What follows belongs to an exercise in optimizing a design on an open flow for small area and a short achievable clock period; a production flow would make more cautious choices. Function was checked by simulation only, so behaviour that the tests miss may differ from the original.

<file path="flow/constraint.sdc">
create_clock -name core_clock -period 11.0 [get_ports {clk}]
set_input_delay 2.2000 -clock core_clock [delete_from_list [all_inputs] [get_ports {clk}]]
set_output_delay 2.2000 -clock core_clock [all_outputs]
set_load 0.01 [all_outputs]
</file>
<file path="flow/config.mk">
export PLATFORM = sky130hd
export DESIGN_NAME = alu_d
export DESIGN_NICKNAME = alu_d
export VERILOG_FILES = /design/flow/design.v
export SDC_FILE = /design/flow/constraint.sdc
export NUM_CORES = 4
export LEC_CHECK = 0
export CAP_MARGIN = 20
export CORE_MARGIN = 2
export CORE_UTILIZATION = 40
export CTS_CLUSTER_DIAMETER = 60
export CTS_CLUSTER_SIZE = 10
export PLACE_DENSITY = 0.6
export SLEW_MARGIN = 20
</file>
<file path="flow/design.v">
module alu_d #(parameter N = 32)
(
  input clk, rst,
  input [1:0] inp_valid,
  input mode, 
  input [3:0] cmd,
  input ce, cin,
  input [N-1:0] opa, opb,
  output reg err, oflow, cout, g, l, e,
  output reg [(2*N-1):0] res
);
  reg signed [N-1:0] signed_a, signed_b;
  reg signed [N:0] signed_res;
  localparam rotate_N = $clog2(N);
  reg [rotate_N-1:0] rotate_amt;
  reg invalid_rotate;
  reg [(2*N-1):0] res_t;
  reg err_t, oflow_t, cout_t, g_t, l_t, e_t;
  reg [N-1:0] opa_reg, opb_reg;
  reg mode_reg, ce_reg, cin_reg;
  reg [1:0] inp_valid_reg;
  reg [3:0] cmd_reg;
  reg [(2*N-1):0] temp1, temp2;
  parameter add       = 4'b0000;
  parameter sub       = 4'b0001;
  parameter add_cin   = 4'b0010;
  parameter sub_cin   = 4'b0011;
  parameter inc_a     = 4'b0100;
  parameter dec_a     = 4'b0101;
  parameter inc_b     = 4'b0110;
  parameter dec_b     = 4'b0111;
  parameter cmp       = 4'b1000;
  parameter mult      = 4'b1001;
  parameter mult1     = 4'b1010;
  parameter signed_add = 4'b1011;
  parameter signed_sub = 4'b1100;
  parameter and1      = 4'b0000;
  parameter nand1     = 4'b0001;
  parameter or1       = 4'b0010;
  parameter nor1      = 4'b0011;
  parameter xor1      = 4'b0100;
  parameter xnor1     = 4'b0101;
  parameter not_a     = 4'b0110;
  parameter not_b     = 4'b0111;
  parameter shr1_a    = 4'b1000;
  parameter shr1_b    = 4'b1001;
  parameter shl1_a    = 4'b1010;
  parameter shl1_b    = 4'b1011;
  parameter rol_a_b   = 4'b1100;
  parameter ror_a_b   = 4'b1101;
  always @(posedge clk) begin
    if (rst) begin
      opa_reg <= 0;
      opb_reg <= 0; 
      cmd_reg <= 0;
      mode_reg <= 0; 
      ce_reg <= 0; 
      cin_reg <= 0;
      inp_valid_reg <= 0;
    end 
    else begin
      opa_reg <= opa;
      opb_reg <= opb;
      cmd_reg <= cmd;
      mode_reg <= mode;
      ce_reg <= ce;
      cin_reg <= cin;
      inp_valid_reg <= inp_valid;
    end
  end
  always @(*) begin
    signed_a = 0;
    signed_b = 0;
    signed_res = 0;
    rotate_amt = 0;
    res_t = 0;
    err_t = 0;
    oflow_t = 0;
    cout_t = 0;
    g_t = 0;
    l_t = 0;
    e_t = 0;
    if (ce_reg) begin
      res_t = 0;
      err_t = 0;
      oflow_t = 0;
      cout_t = 0;
      g_t = 0;
      l_t = 0;
      e_t = 0;
      if (mode_reg) begin
        case (cmd_reg)
          add: if (inp_valid_reg == 2'b11) begin
            res_t = opa_reg + opb_reg;
            cout_t = res_t[N];
          end
          sub: if (inp_valid_reg == 2'b11) begin
            res_t = opa_reg - opb_reg;
            oflow_t = (opa_reg < opb_reg);
          end
          add_cin: if (inp_valid_reg == 2'b11) begin
            res_t = opa_reg + opb_reg + cin_reg;
            cout_t = res_t[N];
          end
          sub_cin: if (inp_valid_reg == 2'b11) begin
            res_t = opa_reg - opb_reg - cin_reg;
            cout_t = res_t[N];
          end
          inc_a: if (inp_valid_reg == 2'b11 || inp_valid_reg == 2'b01) begin
            res_t = opa_reg + 1;
          end
          dec_a: if (inp_valid_reg == 2'b11 || inp_valid_reg == 2'b01) begin
            res_t = opa_reg - 1;
          end
          inc_b: if (inp_valid_reg == 2'b11 || inp_valid_reg == 2'b10) begin
            res_t = opb_reg + 1;
          end
          dec_b: if (inp_valid_reg == 2'b11 || inp_valid_reg == 2'b10) begin
            res_t = opb_reg - 1;
          end
          cmp: if (inp_valid_reg == 2'b11) begin
            g_t = (opa_reg > opb_reg);
            l_t = (opa_reg < opb_reg);
            e_t = (opa_reg == opb_reg);
          end
          mult: if (inp_valid_reg == 2'b11) begin
            res_t = (opa_reg + 1) * (opb_reg + 1);
          end    
          mult1: if (inp_valid_reg == 2'b11) begin
            res_t = (opa_reg << 1) * opb_reg;
          end
          signed_add: if (inp_valid_reg == 2'b11) begin
            signed_a = $signed(opa_reg);
            signed_b = $signed(opb_reg);
            signed_res = signed_a + signed_b;
            res_t = signed_res;
            cout_t = signed_res[N];
            oflow_t = (signed_a[N-1] == signed_b[N-1]) && (signed_res[N-1] != signed_a[N-1]);
            g_t = (signed_a > signed_b);
            l_t = (signed_a < signed_b);
            e_t = (signed_a == signed_b);
          end
          signed_sub: if (inp_valid_reg == 2'b11) begin
            signed_a = $signed(opa_reg);
            signed_b = $signed(opb_reg);
            signed_res = signed_a - signed_b;
            res_t = signed_res;
            cout_t = signed_res[N];
            oflow_t = (signed_a[N-1] == signed_b[N-1]) && (signed_res[N-1] != signed_a[N-1]);
            g_t = (signed_a > signed_b);
            l_t = (signed_a < signed_b);
            e_t = (signed_a == signed_b);
          end
        endcase
      end else begin
        case (cmd_reg)
          and1: if (inp_valid_reg == 2'b11) 
                res_t = opa_reg & opb_reg;
          nand1: if (inp_valid_reg == 2'b11) 
                 res_t = ~(opa_reg & opb_reg);
          or1: if (inp_valid_reg == 2'b11) 
               res_t = opa_reg | opb_reg;
          nor1: if (inp_valid_reg == 2'b11) 
                res_t = ~(opa_reg | opb_reg);
          xor1: if (inp_valid_reg == 2'b11)  
                res_t = opa_reg ^ opb_reg;
          xnor1: if (inp_valid_reg == 2'b11) 
                 res_t = ~(opa_reg ^ opb_reg);
          not_a: if (inp_valid_reg[0])
                 res_t = ~opa_reg;
          not_b: if (inp_valid_reg[1])
                 res_t = ~opb_reg;
          shr1_a: if (inp_valid_reg[0])  
                  res_t = {{N{1'b0}}, opa_reg >> 1};
          shr1_b: if (inp_valid_reg[1]) 
                  res_t = {{N{1'b0}}, opb_reg >> 1};
          shl1_a: if (inp_valid_reg[0]) 
                  res_t = {{N{1'b0}}, opa_reg << 1};
          shl1_b: if (inp_valid_reg[1])
                  res_t = {{N{1'b0}}, opb_reg << 1};
          rol_a_b: if (inp_valid_reg == 2'b11) begin
                   rotate_amt = opb_reg[rotate_N-1:0];
                   if (|opb_reg[N-1:rotate_N])
                     err_t = 1'b1;
                   else if (rotate_amt == 0) begin
                     res_t = opa_reg;
                     res_t = ((opa_reg << rotate_amt) | (opa_reg >> (N - rotate_amt))) & {(N){1'b1}};
                   end else
                     res_t = ((opa_reg << rotate_amt) | (opa_reg >> (N - rotate_amt))) & {(N){1'b1}};
                 end
          ror_a_b: if (inp_valid_reg == 2'b11) begin
                    rotate_amt = opb_reg[rotate_N-1:0];
                    if (|opb_reg[N-1:rotate_N]) begin
                      err_t = 1'b1;
                      res_t = ((opa_reg >> rotate_amt) | (opa_reg << (N - rotate_amt))) & {(N){1'b1}};
                    end else if (rotate_amt == 0)
                      res_t = opa_reg;
                    else
                      res_t = ((opa_reg >> rotate_amt) | (opa_reg << (N - rotate_amt))) & {(N){1'b1}};
                  end
        endcase
      end
    end
  end
  always @(posedge clk) begin
    if (rst) begin
      res <= 0;
      err <= 0;
      oflow <= 0;
      cout <= 0;
      g <= 0;
      l <= 0;
      e <= 0;
    end else begin
      res <= res_t;
      err <= err_t;
      oflow <= oflow_t;
      cout <= cout_t;
      g <= g_t;
      l <= l_t;
      e <= e_t;
    end
  end
endmodule
</file>
<file path="flow/run.sh">
#!/bin/bash
# synth_recipe.tcl (not shown) runs the flow's synth.tcl, then flattens the netlist and writes it again
# the make line also repeats each setting of config.mk as NAME=value (left out here)
make -C /OpenROAD-flow-scripts/flow DESIGN_CONFIG=/design/flow/config.mk WORK_HOME=/design/flow/orfs CLKGATE_MAP_FILE= SYNTH_SCRIPT=/design/flow/synth_recipe.tcl finish
</file>
==> impl_metrics.json <==
{
  "maxCapViolations": 0,
  "critical_path_arrival_ns": 11.26,
  "p_leak_uw": 0.0456,
  "relSlewSlack": 0.142,
  "pre_cts_slack_ns": 0.0573,
  "largest_register_ffs": 64,
  "dr.pass1.iters": 9,
  "fin_crit_ns": 10.79,
  "area_growth_pct": 8.96,
  "post-dp-hpwl_um": 375000,
  "gr-usage-met2": 0.601,
  "vias": 85500,
  "syn_inst": 11200,
  "grt_pass1_wl_um": 657000,
  "reg2reg_depth": 32,
  "antenna_found_initial": 37,
  "die-area_mm2": 0.228,
  "busiest_layer": "met2",
  "power_uw": 16900,
  "synth_cell_types": 107,
  "yosys.area.top_type": "fa_1",
  "holdBufCountCts": 0,
  "yosysWarnings": 1,
  "cts_tree": "done",
  "fp.dieH_um": 478,
  "cp_common_cell": "fa_1",
  "rows": 173,
  "num-nets-final": 13700,
  "io_buffer_count": 144,
  "clk_latency_ns": 0.59,
  "worstHoldPathType": "reg2reg",
  "grt_start_max_net_pins": 98,
  "min_from": "cmd_reg[3]",
  "postSynthAreaPerCell_um2": 7.99,
  "hold_depth": 2,
  "initial_core_util": 0.403,
  "grt_pass1_vias": 88000,
  "coreArea_mm2": 0.223,
  "async_reset_ff_frac": 0,
  "io_pins": 145,
  "n_fill_cell": 22500,
  "slowest_delay_ns": 0.60,
  "r2r_end": "res[63]",
  "ys.flop_type": "dfxtp_1",
  "synth-edff-count": 0,
  "overflow": 0,
  "h-tree-depth": 4,
  "wl_um": 462000,
  "min_to": "g",
  "synth-seq-cells": 143,
  "skew_ns": 0.0586,
  "gp_congestion": 1.09,
  "rrSetupSlack_ns": 0.21,
  "clockRootBuffer": "clkbuf_16",
  "required_ns": 11.48,
  "ant_nets": 0,
  "cts_made_buffers": 17,
  "viasPerCell": 6.03,
  "reg2reg_from": "opb_reg[10]",
  "synth_top_area_share": 0.413,
  "clock_path_buffers": 2,
  "grtUsageTotal": 0.402,
  "finalHoldViolCount": 0,
  "wl_per_cell_um": 32.5,
  "grt_util_met3": 0.0909,
  "synthTopCellsByArea": "fa_1 (41%), inv_1 (8.6%), ha_1 (8.6%), nand2_1 (7.5%), nor2_1 (4.6%)",
  "die_x_um": 478,
  "finalSetupViolCount": 0,
  "ir_drop_v": 0.000327,
  "finalWorstSetupSlack_ns": 0.214,
  "synth_nets": 13800,
  "status": "complete, no violations",
  "synth_area_mm2": 0.0898,
  "clk_pin_slew_ns": 0.13,
  "dr.first_iter.drc_count": 10100,
  "clock-sinks": 143,
  "startpoint_type": "flip-flop",
  "cp_max_fo": 34,
  "clock.fmax_mhz": 92.7,
  "worstMarginPinSlew_ns": 1.28,
  "rsz0062_at_grt": "no",
  "drc_errors": 0,
  "seq_area_frac_synth": 0.0319,
  "grt.met1_usage": 0.526,
  "maxSlewViolCount": 0,
  "power_density_mw_per_mm2": 173,
  "critical-path-slowest-cell": "fa_1",
  "path_class": "reg2reg",
  "period_share": 0.981,
  "worstSetupEndpointType": "flip-flop",
  "drive_above_1_share": 0.0785
}
## cell families after synthesis
group           count (synthesis)  share of synthesized area
mux                           154                     0.0201
flops                         143                     0.0319
simple gates                 3585                      0.168
fa+ha+maj                    2468                      0.499
xor+xnor                      446                     0.0436
compound gates               1596                      0.118
buf+inv                      2838                      0.119
## metal layers
layer	vias to the layer above	share of wire
met4	28	0.078
li1	34900	-
met2	5454	0.42
met3	1353	0.10
met5	-	0.00049
met1	43800	0.39
## timing repair
item | CTS | global route
setup endpoints to repair | 4 | 15
endpoints found under the hold margin | 0 | 0
buffers inserted | 0 | 0
resized for setup | 4 | 23
## report_power, final
group / switching [uW] / internal [uW]
logic: 10400 / 5270
registers: 55.9 / 535
clock network: 366 / 296
## critical path, delay by kind of cell, from the launching register on
family | cells | cell delay, ns
adders and majority gates | 9 | 4.45
DFF | 1 | 0.46
AOI/OAI and AO/OA | 10 | 2.27
and+or+nand+nor | 7 | 2.46
buffers and inverters | 5 | 0.78
xor gates and xnor gates | 1 | 0.13
## worst max-delay path by stage
stage | start | to | slack, ns
floorplan | opb_reg[1] | res[63] | 0.13
global placement | opb_reg[10] | res[58] | -0.01
CTS | opa_reg[1] | res[63] | 0.09
detailed placement | opa_reg[1] | res[58] | 0.06
global route | opa_reg[1] | res[56] | 0.01
finish | opb_reg[10] | res[63] | 0.21
## cell usage in the layout, fill, tap and decap left out, types with 117 or more instances in the layout
cell type	n
o21ai_0	316
nand3_1	117
nand2_1	1791
xnor2_1	257
ha_1	612
buf_4	493
clkdlybuf4s50_1	143
nor2_1	1089
inv_1	2065
fa_1	1854
a21oi_1	401
## cell type report
| type | instances | area, um2 | share of cell area |
|---|---|---|---|
| diodes | 25 | 62.6 | 0.000640 |
| clock buffers | 18 | 429 | 0.00439 |
| clock inverters | 14 | 119 | 0.00122 |
| inverters | 2106 | 7910 | 0.0808 |
| multi-input cells | 8249 | 77100 | 0.789 |
| flip-flops and latches | 143 | 2950 | 0.0302 |
| well taps | 2975 | 3720 | 0.0381 |
| repair buffers | 654 | 5480 | 0.0561 |
## Yosys cell counts, types with 62 or more instances
cell type and n:
a22oi_1 83, dfxtp_1 143, a211oi_1 72, nand2_1 1794
xor2_1 103, nand3_1 119, mux2i_1 103, inv_1 2066
fa_1 1854, nor2_1 1105, a21oi_1 402, a221oi_1 76
nor3_1 102, clkbuf_1 544, a21o_1 88, buf_1 160
nand4_1 65, o221ai_1 62, xnor2_1 342, ha_1 614
o21ai_0 316, o22ai_1 88, nor2b_1 112
## through the flow
stage          std cells  instance area [um2]   util  hold slack [ns]  TNS [ns]
3_5_place_dp       14100                97100  0.436            0.713         0
5_1_grt            14200                97800  0.439            0.755         0
3_3_place_gp       14100                97000  0.435            0.712   -0.0145
6_report           14200                97800  0.439            0.767         0
2_1_floorplan      11200                89800      -            0.540         0
4_1_cts            14200                97600  0.438            0.750         0

static timing again, ports no longer ideal:
The results above use ideal ports. As a check the final layout listed here was re-extracted and re-timed, cells and wires unchanged. Step 1: set_driving_cell puts a clkbuf_16 on clk and a buf_2 on each other input, an assumption about the parent block. Step 2, shift: input delay + t, output delay - t, t = (earliest + latest rising clock arrival at the registers) / 2. This alone moves slack from input paths to output paths. Slacks: ideal / step 1 / step 2; pairs: ideal / step 1.
shift t [ns]: 0.631
slack for setup (ns): 0.214 / 0.214 / 0.214
worst hold slack (ns): 0.767 / 0.767 / 0.767
worst setup path at the end: register to register
After both steps setup and hold are still met in this run. For this run, drivers alone change the setup slack by 0.000 ns; drivers and shift together by 0.000 ns.
